From an optimization exercise on the open Yosys and OpenROAD flow, aimed at a short achievable clock period and few clock cycles per item; shortcuts taken in it are not production practice.
The RTL was checked by simulation tests, not by an equivalence proof against the original design.
Power figures rest on the tool's default switching activity, not on a simulated workload.

==> run C <==
Design cross_bar, start of the top module:
module cross_bar
#(parameter N=31) 
(
	input clk,
	input reset,
	input req0,
	input [N:0] addr0,
	input cmd0,
	input [N:0] wdata0,
	input req1,
	input [N:0] addr1,
	input cmd1,
	input [N:0] wdata1,
	input slv0_ack,
	input [N:0] slv0_rdata,
	input slv1_ack,
	input [N:0] slv1_rdata,
	output slv0_req,
	output [N:0] slv0_addr,
	output slv0_cmd,
	output [N:0] slv0_wdata,
	output slv1_req,
	output [N:0] slv1_addr,
	output slv1_cmd,
	output [N:0] slv1_wdata,
	output ack0,
	output [N:0] rdata0,
	output ack1,
	output [N:0] rdata1
);
==> module arbiter, before the edit <==
module arbiter
#(parameter N = 31, parameter HOME_HI = 1'b0)
(
	input clk,
	input reset,
	input hreq, input [N:0] haddr, input hcmd, input [N:0] hwdata,
	input oreq, input [N:0] oaddr, input ocmd, input [N:0] owdata,
	output slv_req,
	output [N:0] slv_addr,
	output slv_cmd,
	output [N:0] slv_wdata,
	output grant_h,    
	output grant_o     
);
reg ovr;  
wire home   = (haddr[N] == HOME_HI) & ~ovr;
wire o_want = oreq & (oaddr[N] == HOME_HI);
assign grant_h   = hreq & home;
assign grant_o   = o_want & ~home;
assign slv_req   = home ? hreq   : o_want;
assign slv_addr  = home ? haddr  : oaddr;
assign slv_cmd   = home ? hcmd   : ocmd;
assign slv_wdata = home ? hwdata : owdata;
always @(posedge clk, posedge reset)
	if (reset) ovr <= 1'b0;
	else       ovr <= o_want & home;
endmodule
clock: 4.0 ns
lec_check: 0
cap_margin: 20
core_area: 4 4 136 136
die_area: 0 0 140 140
setup_slack_margin: 2.5
slew_margin: 20
run.sh (not shown) runs the stock make flow with config.mk's settings and CLKGATE_MAP_FILE= SYNTH_SCRIPT=/design/flow/synth_recipe.tcl, a recipe that flattens the netlist after the stock synthesis.
==> inputs of run F, as changes to run C <==
--- a/flow/design.v
+++ b/flow/design.v
@@ -15,13 +15,14 @@
 reg ovr;  
-wire home   = (haddr[N] == HOME_HI) & ~ovr;
+wire h_want = hreq & (haddr[N] == HOME_HI);
 wire o_want = oreq & (oaddr[N] == HOME_HI);
-assign grant_h   = hreq & home;
-assign grant_o   = o_want & ~home;
-assign slv_req   = home ? hreq   : o_want;
-assign slv_addr  = home ? haddr  : oaddr;
-assign slv_cmd   = home ? hcmd   : ocmd;
-assign slv_wdata = home ? hwdata : owdata;
+wire sel_o  = ~h_want | ovr;
+assign grant_h = h_want & ~ovr;
+assign grant_o = o_want & sel_o;
+assign slv_req   = grant_h | grant_o;
+assign slv_addr  = sel_o ? oaddr  : haddr;
+assign slv_cmd   = sel_o ? ocmd   : hcmd;
+assign slv_wdata = sel_o ? owdata : hwdata;
 always @(posedge clk, posedge reset)
 	if (reset) ovr <= 1'b0;
-	else       ovr <= o_want & home;
+	else       ovr <= o_want & ~sel_o;
 endmodule
- CORE_AREA: 4 4 136 136 -> 10 10 190 190
- DIE_AREA: 0 0 140 140 -> 0 0 200 200
- SETUP_SLACK_MARGIN: 2.5 -> not set
==> comparison <==
- Sequential power is about the same in run C and run F.
- In run C the final cell count is lower than in run F, by about 9%.
- Routed wire length: run C is higher than run F (29%).
- In run F the global-route usage is lower than in run C, by 13 points.
- In first-iteration DRC count, run C is at 2.6 times the value of run F.
- Against run C, the critical path depth of run F is lower by 2.
- Between run C and run F, the lower via count is in run F (gap 17%, measured against run F).
Testbench counts of run C, summed over its fixed seeds: cycles 24,007, items 24,000.
Testbench counts of run F, summed over its fixed seeds: cycles 24,007, items 24,000.

* * *

==> inputs of trial 10 <==
==> flow/design.v <==
module arbiter
#(parameter N = 31, parameter HOME_HI = 1'b0)
(
	input clk,
	input reset,
	input hreq, input [N:0] haddr, input hcmd, input [N:0] hwdata,
	input oreq, input [N:0] oaddr, input ocmd, input [N:0] owdata,
	output slv_req,
	output [N:0] slv_addr,
	output slv_cmd,
	output [N:0] slv_wdata,
	output grant_h,    
	output grant_o     
);
reg ovr;  
wire h_want = hreq & (haddr[N] == HOME_HI);
wire o_want = oreq & (oaddr[N] == HOME_HI);
wire sel_o  = ~h_want | ovr;
assign grant_h = h_want & ~ovr;
assign grant_o = o_want & sel_o;
assign slv_req   = grant_h | grant_o;
assign slv_addr  = sel_o ? oaddr  : haddr;
assign slv_cmd   = sel_o ? ocmd   : hcmd;
assign slv_wdata = sel_o ? owdata : hwdata;
always @(posedge clk, posedge reset)
	if (reset) ovr <= 1'b0;
	else       ovr <= o_want & ~sel_o;
endmodule
module cross_bar
#(parameter N=31) 
(
	input clk,
	input reset,
	input req0,
	input [N:0] addr0,
	input cmd0,
	input [N:0] wdata0,
	input req1,
	input [N:0] addr1,
	input cmd1,
	input [N:0] wdata1,
	input slv0_ack,
	input [N:0] slv0_rdata,
	input slv1_ack,
	input [N:0] slv1_rdata,
	output slv0_req,
	output [N:0] slv0_addr,
	output slv0_cmd,
	output [N:0] slv0_wdata,
	output slv1_req,
	output [N:0] slv1_addr,
	output slv1_cmd,
	output [N:0] slv1_wdata,
	output ack0,
	output [N:0] rdata0,
	output ack1,
	output [N:0] rdata1
);
wire g00, g10, g01, g11;
arbiter #(.N(N), .HOME_HI(1'b0)) a0 (
	.clk(clk), .reset(reset),
	.hreq(req0), .haddr(addr0), .hcmd(cmd0), .hwdata(wdata0),
	.oreq(req1), .oaddr(addr1), .ocmd(cmd1), .owdata(wdata1),
	.slv_req(slv0_req), .slv_addr(slv0_addr), .slv_cmd(slv0_cmd), .slv_wdata(slv0_wdata),
	.grant_h(g00), .grant_o(g10));
arbiter #(.N(N), .HOME_HI(1'b1)) a1 (
	.clk(clk), .reset(reset),
	.hreq(req1), .haddr(addr1), .hcmd(cmd1), .hwdata(wdata1),
	.oreq(req0), .oaddr(addr0), .ocmd(cmd0), .owdata(wdata0),
	.slv_req(slv1_req), .slv_addr(slv1_addr), .slv_cmd(slv1_cmd), .slv_wdata(slv1_wdata),
	.grant_h(g11), .grant_o(g01));
reg t00, t10, t01, t11;
reg rs0, rs1;
always @(posedge clk, posedge reset)
begin
if (reset) begin
	t00 <= 1'b0; t10 <= 1'b0; t01 <= 1'b0; t11 <= 1'b0;
	rs0 <= 1'b0; rs1 <= 1'b0;
end
else begin
	t00 <= g00; t10 <= g10; t01 <= g01; t11 <= g11;
	rs0 <= t01; rs1 <= t11;
end
end
assign ack0 = (slv0_ack & t00) | (slv1_ack & t01);
assign ack1 = (slv0_ack & t10) | (slv1_ack & t11);
assign rdata0 = rs0 ? slv1_rdata : slv0_rdata;
assign rdata1 = rs1 ? slv1_rdata : slv0_rdata;
endmodule
==> flow/run.sh <==
#!/bin/bash
# synth_recipe.tcl (not shown) runs the flow's synth.tcl, then flattens the netlist and writes it again
# the make line also repeats each setting of config.mk as NAME=value (left out here)
make -C /OpenROAD-flow-scripts/flow DESIGN_CONFIG=/design/flow/config.mk WORK_HOME=/design/flow/orfs CLKGATE_MAP_FILE= SYNTH_SCRIPT=/design/flow/synth_recipe.tcl finish
==> flow/config.mk <==
export PLATFORM = sky130hd
export DESIGN_NAME = cross_bar
export DESIGN_NICKNAME = cross_bar
export VERILOG_FILES = /design/flow/design.v
export SDC_FILE = /design/flow/constraint.sdc
export NUM_CORES = 8
export LEC_CHECK = 0
export CAP_MARGIN = 20
export CORE_AREA = 10 10 190 190
export DIE_AREA = 0 0 200 200
export SETUP_SLACK_MARGIN = 2.5
export SLEW_MARGIN = 20
==> flow/constraint.sdc <==
create_clock -name core_clock -period 4.0 [get_ports {clk}]
set_input_delay 0.8000 -clock core_clock [delete_from_list [all_inputs] [get_ports {clk}]]
set_output_delay 0.8000 -clock core_clock [all_outputs]
set_load 0.01 [all_outputs]
==> build 86: changes against trial 10 <==
- CORE_AREA: 10 10 190 190 -> 5 5 85 85
- DIE_AREA: 0 0 200 200 -> 0 0 90 90
==> qor summary <==
quantity                                                                                trial 10                           build 86
Status                                                                            finished clean                     did not finish
Stage where the flow stopped                                                                   -  I/O pin placement (3_2_place_iop)
Number of distinct library cells after synthesis                                              17                                 17
Rows                                                                                          65                                 29
Netlist area before placement                                                         2613 sq um                         2613 sq um
Area share of the leading cell type in the synthesized netlist                            78.88%                             78.88%
Fraction of synthesized area in multiplexers                                              82.76%                             82.76%
Cell taking the most area after synthesis                                sky130_fd_sc_hd__mux2_2            sky130_fd_sc_hd__mux2_2
Flip-flop cell with the highest count after synthesis                   sky130_fd_sc_hd__dfrtp_1           sky130_fd_sc_hd__dfrtp_1
Most frequently used cell type in the post-synthesis netlist             sky130_fd_sc_hd__mux2_2            sky130_fd_sc_hd__mux2_2
Xor/xnor cell area share of the yosys netlist                                                 0%                                 0%
Total number of yosys warnings                                                                 3                                  3
Post-synthesis share of cell area spent on and, or, nand and nor gates                    2.921%                             2.921%
Post-synth net total                                                                         437                                437
Die Ht                                                                                    200 um                              90 um
Compound-Gate Fraction of Synth Area                                                     0.6705%                            0.6705%
Number of cells produced by synthesis                                                        237                                237
Syn_area_per_cell                                                                    11.02 sq um                        11.02 sq um
Initial standard-cell utilization of the core                                             8.216%                             41.62%
Die Wd                                                                                    200 um                              90 um
Testbench counts of trial 10, summed over its fixed seeds: cycles 24,007, items 24,000.
Testbench counts of build 86, summed over its fixed seeds: cycles 24,007, items 24,000.

-- static timing again, ports no longer ideal --
Ports are ideal in the flow. The routed layouts listed here were re-timed in OpenROAD. Step 1 (the two cells are an assumption about what drives the block):
set clk [get_ports {clk}]
set_driving_cell -lib_cell sky130_fd_sc_hd__clkbuf_16 $clk
set_driving_cell -lib_cell sky130_fd_sc_hd__buf_2 [delete_from_list [all_inputs] $clk]
Step 2, shift: input delay + t, output delay - t, t = (earliest + latest rising clock arrival at the registers) / 2. This alone moves slack from input paths to output paths. Slacks: no drivers / after step 1 / after step 2; pairs: no drivers / after step 1.
run | t, ns | setup WS [ns] | worst data-port slew with drivers (ns)
run C | 0.258 | 1.260 / 1.219 / 1.219 | 0.09
run F | 0.257 | 0.324 / 0.286 / 0.286 | 0.08
trial 10 | 0.260 | 0.962 / 0.919 / 0.919 | 0.09
After both steps every run listed still meets setup and hold. For trial 10, which loses most, drivers alone change the setup slack by -0.043 ns; drivers and shift together by -0.043 ns.
